Background: an optimization exercise with open tools, aiming at small area. Do not read the settings as production practice. In this exercise RTL edits were held to simulation tests only and were not proved equivalent to the original. Power figures rest on the tool's default switching activity, not on a simulated workload.

==> design/flow/design.v <==
module mt_hold (
    input  logic c, q, we, wen,
    output logic d
);
    assign d = (we & c) | (wen & q);
endmodule
module mt_flipbit (
    input  logic a, b, f, fn,
    output logic yn
);
    assign yn = ~((f & b) | (fn & a));
endmodule
module mt_outbit #(parameter bit C = 1'b0) (
    input  logic q2n, o, s,
    input  logic p, pr, pn, prn, g, h,
    input  logic rd, rdn, v2n,
    output logic flp, pat, fin
);
    logic yn;
    if (C) begin : g_one
        assign yn  = ~((p & s) | (pn & o) | prn);
        assign pat = ~(yn & rd);
    end else begin : g_zero
        assign yn  = ~((pr & s) | (pn & o));
        assign pat = ~(yn | rdn);
    end
    assign flp = ~(q2n | v2n);
    assign fin = ~((h | q2n) & (g | yn));
endmodule
module mechanisms_top (
    input  logic         clk,
    input  logic         reset,
    input  logic [255:0] activation_org,
    input  logic [255:0] activation_cache,
    input  logic [15:0]  f,
    input  logic [15:0]  p,
    input  logic         start_reading,
    output logic [255:0] activation_final,
    output logic [255:0] flipped_out,
    output logic [255:0] patched_out
);
    localparam logic [15:0] FILL = 16'hBEBA;
    logic [4:0] st;
    logic       rd;
    assign rd = st[4] & ~st[0];
    always_ff @(posedge clk or posedge reset) begin
        if (reset) begin
            st <= 5'b11111;
        end else begin
            st[3:0] <= rd ? 4'd0 : st[3:0] + 4'd1;
            st[4]   <= rd | (~st[4] & (&st[3:0]) & start_reading);
        end
    end
    logic [15:0][15:0] slot;
    genvar i, j;
    generate
        for (i = 0; i < 16; i++) begin : g_slot
            logic we, wen;
            logic [15:0] nxt;
            if (i == 0) begin : g_we0
                assign we = ~st[4] & (st[3:0] == 4'd0);
            end else begin : g_wei
                assign we = (st[3:0] == 4'(i));
            end
            assign wen = ~we;
            for (j = 0; j < 16; j++) begin : g_bit
                mt_hold u_h (
                    .c(activation_cache[16*i + j]), .q(slot[i][j]),
                    .we(we), .wen(wen), .d(nxt[j])
                );
            end
            always_ff @(posedge clk) begin
                slot[i] <= nxt;
            end
        end
    endgenerate
    logic [15:0][15:0] s1n, s2n, fin_n;
    logic v1, v2;
    always_ff @(posedge clk or posedge reset) begin
        if (reset) begin
            v1 <= 1'b0;
            v2 <= 1'b0;
        end else begin
            v1 <= 1'b1;
            v2 <= v1;
        end
    end
    generate
        for (i = 0; i < 16; i++) begin : g_flip
            logic fn;
            assign fn = ~f[i];
            for (j = 0; j < 16; j++) begin : g_bit
                mt_flipbit u_fb (
                    .a(activation_org[16*i + j]), .b(activation_org[16*i + 15 - j]),
                    .f(f[i]), .fn(fn), .yn(fin_n[i][j])
                );
            end
        end
    endgenerate
    always_ff @(posedge clk) begin
        s1n <= fin_n;
        s2n <= s1n;
    end
    logic rdn, v2n;
    assign rdn = ~rd;
    assign v2n = ~v2;
    generate
        for (i = 0; i < 16; i++) begin : g_out
            logic pr, pn, prn, g, h;
            assign pr  = p[i] & rd;
            assign pn  = ~p[i];
            assign prn = p[i] & ~rd;
            assign g   = f[i] & ~p[i];
            assign h   = ~(g & v2);
            for (j = 0; j < 16; j++) begin : g_bit
                mt_outbit #(.C(FILL[j])) u_ob (
                    .q2n(s2n[i][j]), .o(activation_org[16*i + j]), .s(slot[i][j]),
                    .p(p[i]), .pr(pr), .pn(pn), .prn(prn), .g(g), .h(h),
                    .rd(rd), .rdn(rdn), .v2n(v2n),
                    .flp(flipped_out[16*i + j]), .pat(patched_out[16*i + j]),
                    .fin(activation_final[16*i + j])
                );
            end
        end
    endgenerate
endmodule
==> design/flow/flow/run.sh <==
#!/bin/bash
# Own layout flow: the standard flow (standard.sh) with three changes:
#  - after synthesis, combinational cells start at their smallest drive
#    strength (flow/downsize.tcl); the resizer upsizes where needed;
#  - port buffers are sky130_fd_sc_hd__buf_1 instead of the default pick;
#  - clock tree without dummy loads.
# Every tool's output goes to the ORFS logs under orfs/logs; make's own
# output goes to flow_make.log here.
set -euo pipefail
W=$PWD
F=$W/flow
bash standard.sh \
  POST_SYNTH_TCL=$F/downsize.tcl \
  "BUFFER_PORTS_ARGS=-buffer_cell sky130_fd_sc_hd__buf_1" \
  "CTS_ARGS=-sink_clustering_enable -repair_clock_nets -dont_use_dummy_load" \
  finish > $W/flow_make.log 2>&1
==> design/flow/flow/downsize.tcl <==
# Run after synthesis (POST_SYNTH_TCL): give every combinational cell its
# smallest drive strength. Registers keep the cell synthesis gave them.
# The resizer's later repair passes upsize wherever slew, capacitance or
# timing need it.
set db [ord::get_db]
set n 0
foreach inst [[ord::get_db_block] getInsts] {
  set m [[$inst getMaster] getName]
  if {![regexp {^(sky130_fd_sc_hd__)([a-z0-9]+)_([0-9]+)$} $m -> pre base drv]} { continue }
  if {[regexp {^(df|edf|sdf|dl|sdl|conb|tap|fill|decap|diode)} $base]} { continue }
  foreach d {0 1} {
    if {$d >= $drv} { break }
    set c [$db findMaster ${pre}${base}_$d]
    if {$c ne "NULL" && $c ne ""} {
      $inst swapMaster $c
      incr n
      break
    }
  }
}
puts "downsize: $n cells set to their smallest drive strength"
==> design/flow/standard.sh <==
#!/bin/bash
# synth_recipe.tcl (not shown) runs the flow's synth.tcl, then flattens the netlist and writes it again
# the make line also repeats each setting of config.mk as NAME=value (left out here)
make -C /OpenROAD-flow-scripts/flow DESIGN_CONFIG=/design/flow/config.mk WORK_HOME=/design/flow/orfs CLKGATE_MAP_FILE= SYNTH_SCRIPT=/design/flow/synth_recipe.tcl "${@:-finish}"
==> design/flow/config.mk <==
export PLATFORM = sky130hd
export DESIGN_NAME = mechanisms_top
export DESIGN_NICKNAME = mechanisms_top
export VERILOG_FILES = /design/flow/design.v
export SDC_FILE = /design/flow/constraint.sdc
export NUM_CORES = 4
export LEC_CHECK = 0
export CAP_MARGIN = 20
export CORE_AREA = 5 5 455 455
export DIE_AREA = 0 0 460 460
export SLEW_MARGIN = 20
export SYNTH_HIERARCHICAL = 1
export SYNTH_MINIMUM_KEEP_SIZE = 0
==> design/flow/constraint.sdc <==
create_clock -name core_clock -period 6.0 [get_ports {clk}]
set_input_delay 1.2000 -clock core_clock [delete_from_list [all_inputs] [get_ports {clk}]]
set_output_delay 1.2000 -clock core_clock [all_outputs]
set_load 0.01 [all_outputs]
==> impl_metrics.csv, run 1 <==
group,metric,value,unit
clock_tree,htreeDepth,3,
global_routing,grt_pass1_vias,29600,
critical_path,path_class,"reg -> out",
min_path,min_to,"s2n[249]",
timing,fin_crit_sh,0.852,
route,drt-pass1-iter-count,6,
pwr,powerDensity,421,mW/mm^2
finish,n_fill_cell,22700,
clock_tree,postCtsSetupBuffers,0,
timing,clock.fmax,196,MHz
place,gp_congestion,1.08,
timing,hold_viol,0,
place,dp_hpwl,168000,um
clock_tree,cts.hold.buffers_added,0,
place,io_buffers,1314,
route,wire_per_inst,30.7,um
logic_synthesis,postSynthNetCount,3024,
route,avgViaCountPerCell,4.49,
critical_path,end_kind,"output port",
floorplanning,ioPinCount,1315,
clock_tree,post_cts_resize_count,0,
job,cap_violations,0,
route,drc,0,
floorplanning,start_util,0.130,
pwr,p_leak,13.7,nW
critical_path,worstPathArrival,3.91,ns
min_path,hp-class,"reg -> reg",
timing,drv_slew,0,
clock_tree,cts_tree,"done",
finish,layout.nets,4528,
timing,maxSlewHeadroom,0.209,
finish,drive_gt1_frac,0.0569,
finish,multi_input_area,0.0105,mm^2
logic_synthesis,synth_warnings,7,
route,wirelength,205000,um
clock_tree,cts_root_buf,"clkbuf_16",
floorplanning,coreArea,0.202,mm^2
timing,setup_viol,0,
clock_tree,numCtsBuffers,92,
finish,layout.cells.non_filler,6678,
floorplanning,die_h,460,um
clock_tree,cts.path.max_buffers,3,
min_path,hp-start,"s1n[249]",
pwr,irDropWorstVdd,214,uV
critical_path,timing.rr.start,"st[3]",
clock_tree,clkTransAtPathRegs,0.06,ns
timing,tns,0,ns
route,first_iter_violations,3304,
timing,fin_worst_skew,0.0584,ns
critical_path,reg2reg_setup_slack,3.07,ns
finish,utilization,0.187,
place,dpl_cell_area,0.0354,mm^2
global_routing,grt_max_degree,70,
critical_path,required,4.80,ns
finish,regArea,0.0156,mm^2
floorplanning,fp.dieW,460,um
global_routing,antenna_found_initial,73,
timing,rsz0062_at_grt,"false",
timing,tightest_slew,1.19,ns
timing,min_period,5.11,ns
clock_tree,clkLatencyLatePin,0.71,ns
pwr,report.power.total,15.9,mW
critical_path,critPathLaunchType,"flop",
finish,synthToLayoutAreaGrowth,44.3,%
floorplanning,row_count,165,
clock_tree,clock_sinks,775,
critical_path,r2r-end,"slot[182]",
finish,finalInstanceArea,0.0378,mm^2
global_routing,track_usage,0.182,
min_path,holdPathStages,0,
critical_path,r2r_cells,4,
run_status,outcome,"finished clean",
route,ant_nets,0,
logic_synthesis,syn_area,0.0262,mm^2
critical_path,cp_max_fo,23,
global_routing,gr-total-overflow,0,
logic_synthesis,synth_area_per_cell,10.6,um^2
logic_synthesis,syn_inst,2473,
place,place_inst,6554,
route,num_vias,30000,
floorplanning,die_area,0.212,mm^2
global_routing,grt_pass1_wl,266000,um
## power by group
group	total, mW	internal (mW)	switching [mW]
sequential	7.29	6.38	0.905
combinational	3.85	1.45	2.40
clock	4.76	2.67	2.09
## cells in the final DEF (no fill, tap or decap), types with 8 or more instances in the layout
cell,instances
a221oi_1,175
a22o_1,256
a22oi_1,336
and2_0,26
buf_1,1298
buf_12,8
buf_4,111
clkbuf_16,92
dfxtp_1,768
diode_2,31
inv_1,40
nand2_1,204
nor2_1,356
nor2b_1,16
o22ai_1,256
## worst max path at each step
stage                     start                     to  depth (start not counted)
after global routing      st[4]   activation_final[25]                          8
final                     st[4]  activation_final[220]                          7
after floorplan           st[4]         patched_out[0]                          5
after CTS                 st[4]   activation_final[25]                          8
after detailed placement   p[1]   activation_final[25]                         10
after global placement     p[1]   activation_final[25]                         10
## cell type report
| type | count | area share |
|---|---|---|
| Inverter | 42 | 0.00444 |
| Tap cell | 2672 | 0.0885 |
| Multi-Input combinational cell | 1648 | 0.277 |
| Antenna cell | 31 | 0.00205 |
| Timing Repair Buffer | 1418 | 0.155 |
| Sequential cell | 775 | 0.412 |
| Clock buffer | 92 | 0.0609 |
## flip-flops by register name (all words and copies together) (netlist names)
signal  count
s1n       256
s2n       256
slot      256
st          5
v1          1
v2          1
## per-layer routing
layer | share of wire | vias up | global-route usage
met2 | 0.48 | 2031 | 0.312
met4 | 0.048 | 42 | 0.0873
li1 | - | 12800 | -
met3 | 0.090 | 415 | 0.0525
met1 | 0.38 | 14700 | 0.209
met5 | 0.0012 | - | 0
## critical path, cell delays in order (launching register included)
cell,delay [ns]
dfstp_2,0.56
nor2b_4,0.65
buf_4,0.45
nor2_1,0.07
buf_4,0.19
a221oi_1,0.93
o22ai_1,0.17
buf_1,0.19
## metrics by stage
step	setup slack, ns	hold slack (ns)
2_1_floorplan	0.0619	0.310
3_3_place_gp	1.04	0.310
3_5_place_dp	0.940	0.312
4_1_cts	0.694	0.300
5_1_grt	0.686	0.308
6_report	0.889	0.299
==> inputs of run 2 (changes only) <==
--- a/design/flow/design.v
+++ b/design/flow/design.v
@@ -26,6 +26,20 @@
     end
     assign flp = ~(q2n | v2n);
     assign fin = ~((h | q2n) & (g | yn));
+endmodule
+module mt_elem (
+    input  logic p, f, st4, st0, v2,
+    output logic fn, pn, pr, prn, g, h, rd, rdn, v2n
+);
+    assign rd  = st4 & ~st0;
+    assign rdn = ~rd;
+    assign v2n = ~v2;
+    assign fn  = ~f;
+    assign pn  = ~p;
+    assign pr  = p & rd;
+    assign prn = p & rdn;
+    assign g   = f & ~p;
+    assign h   = ~(g & v2);
 endmodule
 module mechanisms_top (
     input  logic         clk,
@@ -75,6 +89,7 @@
         end
     endgenerate
     logic [15:0][15:0] s1n, s2n, fin_n;
+    logic [15:0] fn_e;
     logic v1, v2;
     always_ff @(posedge clk or posedge reset) begin
         if (reset) begin
@@ -87,12 +102,10 @@
     end
     generate
         for (i = 0; i < 16; i++) begin : g_flip
-            logic fn;
-            assign fn = ~f[i];
             for (j = 0; j < 16; j++) begin : g_bit
                 mt_flipbit u_fb (
                     .a(activation_org[16*i + j]), .b(activation_org[16*i + 15 - j]),
-                    .f(f[i]), .fn(fn), .yn(fin_n[i][j])
+                    .f(f[i]), .fn(fn_e[i]), .yn(fin_n[i][j])
                 );
             end
         end
@@ -101,22 +114,19 @@
         s1n <= fin_n;
         s2n <= s1n;
     end
-    logic rdn, v2n;
-    assign rdn = ~rd;
-    assign v2n = ~v2;
     generate
         for (i = 0; i < 16; i++) begin : g_out
-            logic pr, pn, prn, g, h;
-            assign pr  = p[i] & rd;
-            assign pn  = ~p[i];
-            assign prn = p[i] & ~rd;
-            assign g   = f[i] & ~p[i];
-            assign h   = ~(g & v2);
+            logic pn, pr, prn, g, h, rd_l, rdn_l, v2n_l;
+            mt_elem u_el (
+                .p(p[i]), .f(f[i]), .st4(st[4]), .st0(st[0]), .v2(v2),
+                .fn(fn_e[i]), .pn(pn), .pr(pr), .prn(prn), .g(g), .h(h),
+                .rd(rd_l), .rdn(rdn_l), .v2n(v2n_l)
+            );
             for (j = 0; j < 16; j++) begin : g_bit
                 mt_outbit #(.C(FILL[j])) u_ob (
                     .q2n(s2n[i][j]), .o(activation_org[16*i + j]), .s(slot[i][j]),
                     .p(p[i]), .pr(pr), .pn(pn), .prn(prn), .g(g), .h(h),
-                    .rd(rd), .rdn(rdn), .v2n(v2n),
+                    .rd(rd_l), .rdn(rdn_l), .v2n(v2n_l),
                     .flp(flipped_out[16*i + j]), .pat(patched_out[16*i + j]),
                     .fin(activation_final[16*i + j])
                 );
==> design/flow/flow/run.sh (replaced) <==
#!/bin/bash
# Own layout flow: the standard flow (standard.sh) with three changes:
#  - after synthesis, combinational cells start at their smallest drive
#    strength (flow/downsize.tcl); the resizer upsizes where needed;
#  - port buffers are sky130_fd_sc_hd__buf_1 instead of the default pick;
#  - clock tree of sky130_fd_sc_hd__clkbuf_8, sink clusters of at most 20, and
#    no dummy loads.
# Each tool writes its full log under orfs/logs; make's own output goes to
# flow_make.log here.
set -euo pipefail
W=$PWD
F=$W/flow
bash standard.sh \
  POST_SYNTH_TCL=$F/downsize.tcl \
  "BUFFER_PORTS_ARGS=-buffer_cell sky130_fd_sc_hd__buf_1" \
  "CTS_ARGS=-sink_clustering_enable -repair_clock_nets -dont_use_dummy_load -buf_list sky130_fd_sc_hd__clkbuf_8 -sink_clustering_size 20 -sink_clustering_max_diameter 60" \
  finish > $W/flow_make.log 2>&1
--- a/design/flow/config.mk
+++ b/design/flow/config.mk
@@ -5,9 +5,10 @@
 export SDC_FILE = /design/flow/constraint.sdc
 export NUM_CORES = 4
 export LEC_CHECK = 0
-export CAP_MARGIN = 20
+export CAP_MARGIN = 5
 export CORE_AREA = 5 5 455 455
 export DIE_AREA = 0 0 460 460
-export SLEW_MARGIN = 20
+export GPL_TIMING_DRIVEN = 0
+export SLEW_MARGIN = 5
 export SYNTH_HIERARCHICAL = 1
 export SYNTH_MINIMUM_KEEP_SIZE = 0
==> run 2 against run 1 <==
- the layout now fails its checks (negative setup slack)
- total power fell by 37%
- via count rose by 0.67%
- critical path depth fell by 2
- final area fell by 4.3%
- first-iteration DRC count rose by 1.2%
- sequential power fell by 23%
- die area did not move
- critical path type is now in -> out
- critical endpoint is now activation_final[141]
- largest power group unchanged
==> impl_metrics.csv, run 2 <==
group,metric,value,unit
clock_tree,clkTransAtPathRegs,0.09,ns
place,dp_hpwl,180000,um
finish,n_fill_cell,22800,
place,dp_slack,-0.424,ns
finish,utilization,0.179,
pwr,p_leak,13.4,nW
place,place_inst,6514,
route,ant_nets,0,
floorplanning,coreArea,0.202,mm^2
timing,drv_slew,0,
run_status,violations,"negative setup slack",
clock_tree,htreeDepth,3,
route,wirelength,213000,um
global_routing,grt_pass1_wl,270000,um
place,io_buffers,1314,
clock_tree,cts.path.max_buffers,3,
finish,layout.nets,4475,
critical_path,required,4.80,ns
timing,min_period,6.01,ns
job,cap_violations,0,
finish,synthToLayoutAreaGrowth,37.4,%
finish,drive_gt1_frac,0.0339,
critical_path,path_class,"in -> out",
route,drc,0,
global_routing,gr-total-overflow,0,
critical_path,worstPathArrival,4.81,ns
global_routing,track_usage,0.189,
timing,holdWs,0.258,ns
timing,fin_ws,-0.0134,ns
critical_path,cp_max_fo,18,
pwr,irDropWorstVdd,146,uV
min_path,hp-class,"reg -> reg",
place,dpl_cell_area,0.0348,mm^2
critical_path,end_kind,"output port",
floorplanning,start_util,0.130,
route,avgViaCountPerCell,4.54,
floorplanning,ioPinCount,1315,
timing,setup_viol,1,
timing,fin_crit_sh,1.00,
finish,layout.cells.non_filler,6652,
floorplanning,die_h,460,um
timing,fin_worst_skew,0.137,ns
route,wire_per_inst,32.0,um
timing,rsz0062_at_grt,"false",
logic_synthesis,synth_area_per_cell,10.5,um^2
finish,layout_commonest_cell,"buf_1",
timing,hold_viol,0,
finish,multi_input_area,0.0107,mm^2
clock_tree,numCtsBuffers,80,
global_routing,grt_max_degree,25,
pwr,powerDensity,279,mW/mm^2
clock_tree,clock_sinks,775,
timing,maxSlewHeadroom,0.0864,
critical_path,critPathLaunchType,"primary input",
finish,mostFrequentLayoutCells,"buf_1, dfxtp_1, nor2_1",
global_routing,grt_pass1_vias,28600,
route,num_vias,30200,
logic_synthesis,syn_inst,2513,
timing,clock.fmax,166,MHz
floorplanning,die_area,0.212,mm^2
finish,finalInstanceArea,0.0362,mm^2
route,drt-pass1-iter-count,6,
logic_synthesis,postSynthNetCount,3064,
timing,tightest_slew,1.37,ns
clock_tree,cts_tree,"done",
clock_tree,clkLatencyLatePin,0.83,ns
logic_synthesis,synth_warnings,7,
route,first_iter_violations,3342,
finish,regArea,0.0156,mm^2
run_status,outcome,"complete, but fails checks",
clock_tree,cts_root_buf,"clkbuf_8",
finish,reg.largest.list,"s1n x256, s2n x256, slot x256",
place,gp_congestion,1.02,
global_routing,antenna_found_initial,96,
floorplanning,row_count,165,
logic_synthesis,syn_area,0.0263,mm^2
floorplanning,fp.dieW,460,um
run 2: per-stage QoR:
step / TNS [ns] / total power [mW]
floorplan: 0 / 6.20
global placement: -58.14 / 7.16
detailed placement: -4.84 / 7.17
CTS: 0 / 10.2
global route: 0 / 10.5
finish: -0.0134 / 10.1
run 2: worst paths after layout:
check | from | to | slack [ns] | depth (start not counted)
hold reg to reg | s1n[128] | s2n[128] | 0.26 | 0
setup reg to reg | st[0] | slot[222] | 2.19 | 4
setup / recovery | f[8] | activation_final[141] | -0.01 | 5
max in group asynchronous | reset | st[3] | 5.25 | 2
min in group asynchronous | reset | v2 | 0.45 | 2
hold / removal | s1n[128] | s2n[128] | 0.26 | 0
run 2: power breakdown:
part	switching [mW]	total, mW	internal (mW)	leakage, nW
logic	1.09	1.50	0.408	6.39
registers	0.168	5.59	5.42	6.45
clock network	1.82	3.00	1.18	0.576
total	3.08	10.1	7.01	13.4
run 2: timing repair:
item                                    in CTS  in global routing
hold buffers                                 0                  0
buffers inserted                             0                  0
endpoints found under the setup margin     101                  8
gates resized for setup                     14                  4
run 2: layout make-up:
class,count,area share
flip-flops and latches,775,0.430
multi-input cells,1664,0.295
repair buffers,1329,0.140
well taps,2672,0.0924
clock buffers,80,0.0304
inverters,72,0.00757
diodes,58,0.00401
plain buffers,2,0.000208
run 2: routing by layer:
| layer | part of all wire | wire length, um | global-route usage |
|---|---|---|---|
| met1 | 0.39 | 82700 | 0.225 |
| met2 | 0.45 | 95500 | 0.295 |
| met3 | 0.098 | 20700 | 0.0617 |
| met4 | 0.064 | 13500 | 0.115 |
| met5 | 0.00069 | 147 | 0 |
run 2: worst max-delay path: stages:
cell     delay, ns
buf_1         0.85
nor2b_2       0.99
nand2_1       0.72
o22ai_1       0.38
buf_1         0.66
==> inputs of run 3 (changes only) <==
==> design/flow/flow/run.sh (replaced) <==
#!/bin/bash
# Own layout flow: the standard flow (standard.sh) with three changes:
#  - after synthesis, combinational cells start at their smallest drive
#    strength (flow/downsize.tcl); the resizer upsizes where needed;
#  - port buffers are sky130_fd_sc_hd__buf_1 instead of the default pick;
#  - clock tree of sky130_fd_sc_hd__clkbuf_8, sink clusters of at most 16, and
#    no dummy loads.
# Each tool writes its full log under orfs/logs; make's own output goes to
# flow_make.log here.
set -euo pipefail
W=$PWD
F=$W/flow
bash standard.sh \
  POST_SYNTH_TCL=$F/downsize.tcl \
  "BUFFER_PORTS_ARGS=-buffer_cell sky130_fd_sc_hd__buf_1" \
  "CTS_ARGS=-sink_clustering_enable -repair_clock_nets -dont_use_dummy_load -buf_list sky130_fd_sc_hd__clkbuf_8 -sink_clustering_size 16 -sink_clustering_max_diameter 50" \
  finish > $W/flow_make.log 2>&1
--- a/design/flow/config.mk
+++ b/design/flow/config.mk
@@ -5,10 +5,11 @@
 export SDC_FILE = /design/flow/constraint.sdc
 export NUM_CORES = 4
 export LEC_CHECK = 0
-export CAP_MARGIN = 5
+export CAP_MARGIN = 20
 export CORE_AREA = 5 5 455 455
 export DIE_AREA = 0 0 460 460
 export GPL_TIMING_DRIVEN = 0
-export SLEW_MARGIN = 5
+export SETUP_SLACK_MARGIN = 0.3
+export SLEW_MARGIN = 20
 export SYNTH_HIERARCHICAL = 1
 export SYNTH_MINIMUM_KEEP_SIZE = 0
==> run 3 against run 2 <==
- the run now finishes clean
- sequential share of layout area shrank 0.44 points
- clock power rose by 6%
- sequential power is essentially flat
- register-to-register slack hardly changed
- clock skew increased by 0.022 ns
- critical endpoint is now activation_final[199]
- largest cell class unchanged
==> impl_metrics.csv, run 3 <==
group,metric,value,unit
run_status,outcome,"finished clean",
finish,finalInstanceArea,0.0366,mm^2
finish,n_fill_cell,22800,
pwr,report.power.total,10.3,mW
critical_path,worstPathArrival,4.34,ns
finish,synthToLayoutAreaGrowth,38.8,%
pwr,irDropWorstVdd,121,uV
critical_path,worstPathCellList,"buf_1 -> nor2b_2 -> nand2_1 -> o22ai_1 -> buf_1",
route,first_iter_violations,3075,
pwr,p_sw,3.11,mW
timing,setup_viol,0,
pwr,pwr-share-seq,0.544,
clock_tree,cts_root_buf,"clkbuf_8",
timing,tightest_slew,1.21,ns
critical_path,cp_slowest_cell,"nor2b_2",
logic_synthesis,syn_inst,2513,
finish,layout.nets,4502,
pwr,p_leak,13.6,nW
route,wire_per_inst,31.7,um
clock_tree,cts.path.max_buffers,3,
timing,fin_worst_skew,0.160,ns
critical_path,path_class,"in -> out",
floorplanning,die_h,460,um
finish,drive_gt1_frac,0.0425,
global_routing,gr-total-overflow,0,
clock_tree,htreeDepth,3,
timing,min_period,5.54,ns
min_path,hp-class,"reg -> reg",
place,dp_hpwl,180000,um
place,dpl_cell_area,0.0350,mm^2
finish,reg.largest.list,"s1n x256, s2n x256, slot x256",
route,ant_nets,0,
critical_path,end_kind,"output port",
timing,maxSlewHeadroom,0.195,
clock_tree,cts_tree,"done",
floorplanning,fp.dieW,460,um
timing,fin_crit_sh,0.923,
route,wirelength,212000,um
timing,fin_ws,0.463,ns
clock_tree,clkTransAtPathRegs,0.09,ns
timing,drv_slew,0,
clock_tree,cts.hold.buffers_added,0,
route,num_vias,30200,
pwr,p_int,7.17,mW
clock_tree,clkLatencyLatePin,0.86,ns
job,cap_violations,0,
logic_synthesis,postSynthNetCount,3064,
finish,layout_commonest_cell,"buf_1",
pwr,power_frac_comb,0.146,
floorplanning,die_area,0.212,mm^2
global_routing,grt_pass1_wl,270000,um
route,drc,0,
finish,layout.cells.non_filler,6703,
timing,clock.fmax,181,MHz
finish,mostFrequentLayoutCells,"buf_1, dfxtp_1, nor2_1",
critical_path,cp_max_fo,18,
place,io_buffers,1314,
floorplanning,ioPinCount,1315,
timing,tns,0,ns
global_routing,grt_max_degree,25,
timing,hold_viol,0,
critical_path,required,4.80,ns
timing,holdWs,0.254,ns
clock_tree,numCtsBuffers,91,
place,place_inst,6526,
critical_path,crit_path_frequent_cell,"buf_1",
global_routing,track_usage,0.189,
floorplanning,row_count,165,
pwr,p_clk_frac,0.310,
clock_tree,clock_sinks,775,
pwr,swShare,0.302,
global_routing,antenna_found_initial,106,
finish,utilization,0.181,
logic_synthesis,synth_area_per_cell,10.5,um^2
floorplanning,coreArea,0.202,mm^2
pwr,powerDensity,281,mW/mm^2
route,avgViaCountPerCell,4.51,
global_routing,grt_pass1_vias,29100,
critical_path,critPathLaunchType,"primary input",
logic_synthesis,syn_area,0.0263,mm^2
logic_synthesis,synth_warnings,7,
timing,rsz0062_at_grt,"false",
floorplanning,start_util,0.130,
route,drt-pass1-iter-count,6,
critical_path,cpPeakStageDelay,0.84,ns
place,dp_slack,0.213,ns
place,gp_congestion,1.02,
-- run 3: path summary, 6_finish.rpt --
check	startpoint	end	slack [ns]	depth (start not counted)
setup / recovery	f[12]	activation_final[199]	0.46	5
hold / removal	s1n[191]	s2n[191]	0.25	0
setup reg to reg	st[0]	slot[254]	2.20	4
hold reg to reg	s1n[191]	s2n[191]	0.25	0
max in group asynchronous	reset	st[3]	5.25	2
min in group asynchronous	reset	v2	0.39	2
-- run 3: critical path, delay by kind of cell --
kind                   cells  cell delay [ns]
AOI/OAI and AO/OA          1             0.76
buffers and inverters      2             0.88
and+or+nand+nor            2             1.49
-- run 3: power groups by stage --
stage	sequential [mW]	clock (mW)	combinational (mW)
after floorplan	5.61	0	0.594
after global placement	5.70	0	1.46
after detailed placement	5.69	0	1.48
after CTS	5.58	3.32	1.49
after global routing	5.61	3.50	1.59
final	5.59	3.19	1.50
-- run 3: final cells by class --
type                    instances  area, um^2  area share
diodes                         82         205     0.00561
plain buffers                   2        7.51    0.000205
clock buffers                  91        1250      0.0343
inverters                      72         274     0.00750
multi-input cells            1664       10600       0.291
flip-flops and latches        775       15600       0.426
well taps                    2672        3340      0.0915
repair buffers               1345        5260       0.144
-- run 3: what timing repair did --
action | CTS | global route
setup buffers | 3 | 0
pin swaps | 0 | 0
resized for setup | 14 | 3
endpoints found under the setup margin | 73 | 6
gates cloned | 0 | 0
-- run 3: metal layers --
metal / vias up / wire [um] / track usage / part of all wire
met1: 14900 / 82100 / 0.223 / 0.39
met3: 413 / 20900 / 0.0612 / 0.099
met2: 2149 / 94400 / 0.287 / 0.44
met4: 26 / 14800 / 0.139 / 0.070
met5: - / 154 / 0 / 0.00072
li1: 12800 / - / - / -
==> inputs of run 4 (changes only) <==
--- a/design/flow/config.mk
+++ b/design/flow/config.mk
@@ -6,7 +6,7 @@
 export NUM_CORES = 4
 export LEC_CHECK = 0
 export CAP_MARGIN = 20
-export CORE_AREA = 5 5 455 455
+export CORE_AREA = 105 105 355 355
 export DIE_AREA = 0 0 460 460
 export GPL_TIMING_DRIVEN = 0
 export SETUP_SLACK_MARGIN = 0.3
==> run 4 against run 3 <==
- setup slack better by 0.057 ns
- still clean on timing, DRC and antenna
- core utilization up 37 points
- combinational power up 29%
- critical path type is now reg -> out
- first-iteration DRC count up 23%
- largest power group unchanged
==> impl_metrics.csv, run 4 <==
group,metric,value,unit
run_status,outcome,"finished clean",
finish,finalInstanceArea,0.0338,mm^2
floorplanning,coreArea,0.0617,mm^2
clock_tree,post_cts_resize_count,0,
timing,tightest_slew,1.17,ns
pwr,irDropWorstVdd,166,uV
timing,setup_viol,0,
clock_tree,clkLatencyLatePin,0.71,ns
global_routing,track_usage,0.263,
floorplanning,fp.dieW,460,um
job,cap_violations,0,
floorplanning,ioPinCount,1315,
critical_path,path_class,"reg -> out",
min_path,hp-class,"reg -> reg",
clock_tree,cts_tree,"done",
timing,fin_crit_sh,0.913,
timing,holdWs,0.284,ns
floorplanning,row_count,91,
critical_path,worstPathArrival,4.28,ns
clock_tree,clock_sinks,775,
place,dpl_cell_area,0.0324,mm^2
finish,layout.nets,4459,
critical_path,required,4.80,ns
place,gp_congestion,1.05,
route,wirelength,331000,um
clock_tree,postCtsSetupBuffers,0,
timing,rsz0062_at_grt,"false",
route,drt-pass1-iter-count,6,
finish,synthToLayoutAreaGrowth,28.3,%
min_path,hp-start,"s1n[88]",
route,num_vias,31800,
route,ant_nets,0,
critical_path,critPathLaunchType,"flop",
finish,reg.largest.list,"s1n x256, s2n x256, slot x256",
global_routing,grt_pass1_wl,390000,um
timing,hold_viol,0,
timing,clock.fmax,182,MHz
clock_tree,cts_root_buf,"clkbuf_8",
floorplanning,die_h,460,um
logic_synthesis,syn_area,0.0263,mm^2
floorplanning,die_area,0.212,mm^2
route,drc,0,
global_routing,grt_pass1_vias,27900,
clock_tree,numCtsBuffers,75,
global_routing,grt_max_degree,25,
global_routing,antenna_found_initial,444,
clock_tree,clkTransAtPathRegs,0.10,ns
finish,layout_commonest_cell,"buf_1",
route,avgViaCountPerCell,6.53,
critical_path,end_kind,"output port",
clock_tree,cts.path.max_buffers,3,
pwr,powerDensity,306,mW/mm^2
place,dp_slack,0.389,ns
pwr,p_leak,13.3,nW
finish,drive_gt1_frac,0.0259,
route,first_iter_violations,3785,
route,wire_per_inst,67.8,um
critical_path,timing.rr.start,"st[0]",
timing,drv_slew,0,
logic_synthesis,syn_inst,2513,
finish,layout.cells.non_filler,4877,
clock_tree,htreeDepth,3,
timing,maxSlewHeadroom,0.222,
logic_synthesis,synth_warnings,7,
floorplanning,start_util,0.427,
timing,min_period,5.48,ns
timing,fin_ws,0.520,ns
finish,mostFrequentLayoutCells,"buf_1, dfxtp_1, nor2_1",
clock_tree,cts.hold.buffers_added,0,
finish,n_fill_cell,6242,
timing,fin_worst_skew,0.0502,ns
logic_synthesis,postSynthNetCount,3064,
place,place_inst,4668,
place,io_buffers,1314,
critical_path,cp_max_fo,24,
logic_synthesis,synth_area_per_cell,10.5,um^2
place,dp_hpwl,300000,um
global_routing,gr-total-overflow,0,
critical_path,cp-startpoint,"st[0]",
## run 4: cell count changes in the layout (fill, tap and decap cells not counted), sizes merged
cell / previous run / this run
clkinvlp: 1 / 0
inv: 71 / 72
clkbuf: 92 / 75
buf: 1346 / 1319
diode: 82 / 134
clkdlybuf4s15: 0 / 1
## run 4: worst paths after layout
kind                                          to  slack, ns  depth (start not counted)
max reg2reg                            slot[221]       2.37                          4
min                                      s2n[88]       0.28                          0
min in group asynchronous                     v1       0.44                          2
min reg2reg                              s2n[88]       0.28                          0
max in group asynchronous                  st[2]       5.29                          2
max                        activation_final[241]       0.52                          6
## run 4: per-layer routing
layer / vias to the layer above / track usage / part of all wire
met4: 240 / 0.170 / 0.068
met2: 2833 / 0.410 / 0.45
met5: - / 0 / 0.0048
li1: 12700 / - / -
met3: 1142 / 0.278 / 0.22
met1: 14900 / 0.194 / 0.26
## run 4: area by class of cell
cell class | count | area (um^2) | share of cell area
inverter | 72 | 270 | 0.00800
buffer | 2 | 7.51 | 0.000222
sequential | 775 | 15600 | 0.461
multi-input combinational | 1664 | 10600 | 0.312
timing repair buffer | 1318 | 4980 | 0.147
tap | 837 | 1050 | 0.0310
clock buffer | 75 | 1030 | 0.0306
antenna | 134 | 335 | 0.00993
## run 4: where the power goes
part,leakage (nW),switching (mW),internal (mW),total (mW)
clock network,0.540,1.71,1.12,2.83
registers,6.45,0.146,5.42,5.57
logic,6.31,1.52,0.402,1.93
total,13.3,3.38,6.94,10.3
## run 4: worst max-delay path, cell delays in order, from the launching register on
cell and delay (ns):
dfstp_2 1.04, nand2b_1 0.41, inv_1 0.28, nor2_1 0.72, a221oi_1 0.25, o22ai_1 0.19, clkdlybuf4s15_1 0.70
## run 4: through the flow
step / setup TNS (ns) / util / total power, mW
after global placement: -0.127 / 0.524 / 7.62
after global routing: 0 / 0.545 / 10.7
after CTS: 0 / 0.542 / 10.4
final: 0 / 0.547 / 10.3
after floorplan: 0 / - / 6.20
after detailed placement: 0 / 0.525 / 7.63
==> inputs of run 5 (changes only) <==
--- a/design/flow/config.mk
+++ b/design/flow/config.mk
@@ -6,7 +6,7 @@
 export NUM_CORES = 4
 export LEC_CHECK = 0
 export CAP_MARGIN = 20
-export CORE_AREA = 105 105 355 355
+export CORE_AREA = 120 120 340 340
 export DIE_AREA = 0 0 460 460
 export GPL_TIMING_DRIVEN = 0
 export SETUP_SLACK_MARGIN = 0.3
==> run 5 against run 4 <==
- still clean
- synthesized cell count is the same
- global-route usage grew 1.5 points
- sequential share of layout area grew 0.44 points
- critical path depth is the same
- core utilization grew 15 points
- clock power shrank 9.9%
- combinational power grew 5%
- register-to-register slack gained 0.51 ns
- non-clock buffer count grew 1
- clock-buffer cell count shrank 15
- critical path type is now in -> out
- largest cell class unchanged
- largest power group unchanged
==> impl_metrics.csv, run 5 <==
group,metric,value,unit
min_path,min_to,"s2n[240]",
finish,n_fill_cell,4040,
finish,synthToLayoutAreaGrowth,27.1,%
critical_path,path_class,"in -> out",
global_routing,grt_pass1_vias,29100,
route,wl_met1,79900,um
global_routing,gr-total-overflow,0,
logic_synthesis,synth_warnings,7,
route,drc,0,
route,wl_met2,159000,um
floorplanning,die_area,0.212,mm^2
route,avgViaCountPerCell,7.20,
pwr,swShare,0.337,
clock_tree,cts_root_buf,"clkbuf_8",
min_path,hp-start,"s1n[240]",
pwr,pwr-share-seq,0.549,
floorplanning,fp.dieW,460,um
global_routing,grt_pass1_wl,415000,um
pwr,p_clk_frac,0.252,
place,io_buffers,1314,
route,first_iter_violations,5539,
clock_tree,clock_sinks,775,
job,cap_violations,0,
global_routing,track_usage,0.279,
run_status,outcome,"finished clean",
logic_synthesis,syn_area,0.0263,mm^2
route,ant_nets,0,
critical_path,required,4.80,ns
route,wl_met3,85700,um
logic_synthesis,syn_inst,2513,
critical_path,r2r_cells,5,
route,wirelength,355000,um
critical_path,end_kind,"output port",
critical_path,r2r-end,"slot[227]",
finish,drive_gt1_frac,0.0221,
finish,layout.cells.non_filler,4704,
critical_path,reg2reg_setup_slack,2.88,ns
pwr,powerDensity,302,mW/mm^2
critical_path,cp_slowest_cell,"nor2_1",
finish,reg.largest.list,"s1n x256, s2n x256, slot x256",
pwr,p_sw,3.41,mW
route,drt-pass1-iter-count,10,
finish,finalInstanceArea,0.0335,mm^2
timing,min_period,5.83,ns
critical_path,cp_num_buf_inv,3,
floorplanning,coreArea,0.0478,mm^2
timing,clock.fmax,172,MHz
clock_tree,cts_tree,"done",
finish,layout.nets,4445,
floorplanning,row_count,80,
place,gp_congestion,1.08,
min_path,hp-class,"reg -> reg",
critical_path,critPathLaunchType,"primary input",
pwr,power_frac_comb,0.200,
finish,layout_commonest_cell,"buf_1",
timing,setup_viol,0,
logic_synthesis,postSynthNetCount,3064,
route,wire_per_inst,75.5,um
global_routing,antenna_found_initial,466,
timing,maxSlewHeadroom,0.195,
place,place_inst,4446,
floorplanning,ioPinCount,1315,
route,num_vias,33900,
clock_tree,clkTransAtPathRegs,0.10,ns
global_routing,grt_max_degree,27,
critical_path,crit_path_frequent_cell,"buf_1",
critical_path,cp_max_fo,18,
clock_tree,htreeDepth,2,
place,dp_hpwl,320000,um
pwr,irDropWorstVdd,229,uV
timing,fin_crit_sh,0.971,
floorplanning,start_util,0.550,
critical_path,cpPeakStageDelay,0.85,ns
route,top_layer_used,"met5",
finish,mostFrequentLayoutCells,"buf_1, dfxtp_1, nor2_1",
clock_tree,numCtsBuffers,60,
timing,fin_worst_skew,0.0753,ns
timing,rsz0062_at_grt,"false",
min_path,holdPathStages,0,
critical_path,worst-path-stages,6,
clock_tree,cts.path.max_buffers,3,
timing,holdWs,0.291,ns
timing,tightest_slew,1.20,ns
critical_path,worstPathCellList,"buf_1 -> inv_1 -> nor2_1 -> a22oi_1 -> o22ai_1 -> buf_1",
floorplanning,die_h,460,um
clock_tree,clkLatencyLatePin,0.75,ns
timing,drv_slew,0,
critical_path,worstPathArrival,4.63,ns
critical_path,crit_family,"buffers and inverters",
pwr,p_int,6.71,mW
pwr,p_leak,13.2,nW
critical_path,timing.rr.start,"st[0]",
logic_synthesis,synth_area_per_cell,10.5,um^2
timing,hold_viol,0,
place,dpl_cell_area,0.0321,mm^2
==> run 5: area by class of cell <==
type / count / area (um^2) / share of cell area
Clock buffer: 60 / 826 / 0.0247
Sequential cell: 775 / 15600 / 0.465
Antenna cell: 197 / 493 / 0.0147
Multi-Input combinational cell: 1664 / 10600 / 0.315
Inverter: 72 / 274 / 0.00819
Tap cell: 615 / 769 / 0.0230
Timing Repair Buffer: 1319 / 4990 / 0.149
Buffer: 2 / 7.51 / 0.000224
==> run 5: worst max path at each step <==
stage               start                    end  slack, ns
floorplan            f[0]    activation_final[0]       2.22
global placement     f[8]  activation_final[143]      -0.05
detailed placement   f[2]   activation_final[40]       0.25
CTS                  f[8]  activation_final[143]       0.38
global route         f[0]   activation_final[15]       0.31
finish               p[8]  activation_final[128]       0.17
==> run 5: power groups by stage <==
stage	logic [mW]	clock network (mW)	registers [mW]
2_1_floorplan	0.594	0	5.61
3_3_place_gp	1.99	0	5.65
3_5_place_dp	2.02	0	5.65
4_1_cts	2.02	2.50	5.54
5_1_grt	2.14	2.72	5.57
6_report	2.02	2.55	5.55
==> run 5: timing repair <==
item	in CTS	in global routing
gates resized for setup	3	5
setup endpoints to repair	18	12
setup buffers	0	0
hold buffers	0	0
==> run 5: routing by layer <==
layer | vias to the layer above | GRT usage
met4 | 208 | 0.189
met1 | 15600 | 0.183
met2 | 3896 | 0.440
met3 | 1342 | 0.323
li1 | 12800 | -
met5 | - | 0.000446
==> run 5: worst register-to-register path, stage by stage (launching register included) <==
cell and delay [ns]:
dfstp_4 0.89, inv_1 0.15, ha_1 0.40, nand3_1 0.64
inv_1 0.52, a22o_1 0.38
==> run 5: per-stage QoR <==
stage	TNS, ns	setup slack, ns	total power [mW]	utilization
2_1_floorplan	0	2.22	6.20	-
3_3_place_gp	-0.0790	-0.0522	7.64	0.670
3_5_place_dp	0	0.245	7.67	0.671
4_1_cts	0	0.382	10.1	0.689
5_1_grt	0	0.312	10.4	0.696
6_report	0	0.174	10.1	0.700

## what the ideal ports hide
The results above use ideal ports. As a check the final layouts listed here were re-extracted and re-timed, cells and wires unchanged. Step 1 sets driving cells, clkbuf_16 on the clock port and buf_2 on the other inputs (assumed; they add their load-dependent delay and slew). Step 2 moves the port delays by t, midway between the first and last clock arrival at a register: inputs arrive t later, outputs are due t later. That takes back most of the time a late clock gives input paths. Slacks: no drivers / after step 1 / after step 2; pairs: no drivers / after step 1.
| run | t (ns) | setup slack, ns | worst setup path after step 2 | slew at the worst register clock pin (ns) | pins driven straight from the clock port |
|---|---|---|---|---|---|
| run 1 | 0.754 | 0.889 / 0.804 / 0.979 | input to output | 0.06 / 0.06 | 1 |
| run 2 | 0.850 | -0.013 / -0.045 / -0.045 | input to output | 0.12 / 0.12 | 1 |
| run 3 | 0.875 | 0.463 / 0.369 / 0.369 | input to output | 0.10 / 0.10 | 1 |
| run 4 | 0.752 | 0.520 / 0.400 / 0.400 | input to output | 0.10 / 0.10 | 1 |
| run 5 | 0.810 | 0.174 / -0.027 / -0.027 | input to output | 0.11 / 0.11 | 1 |
Met with ideal ports but missed after step 2: setup timing in run 5. For run 5, which loses most, drivers alone change the setup slack by -0.201 ns; drivers and shift together by -0.201 ns.
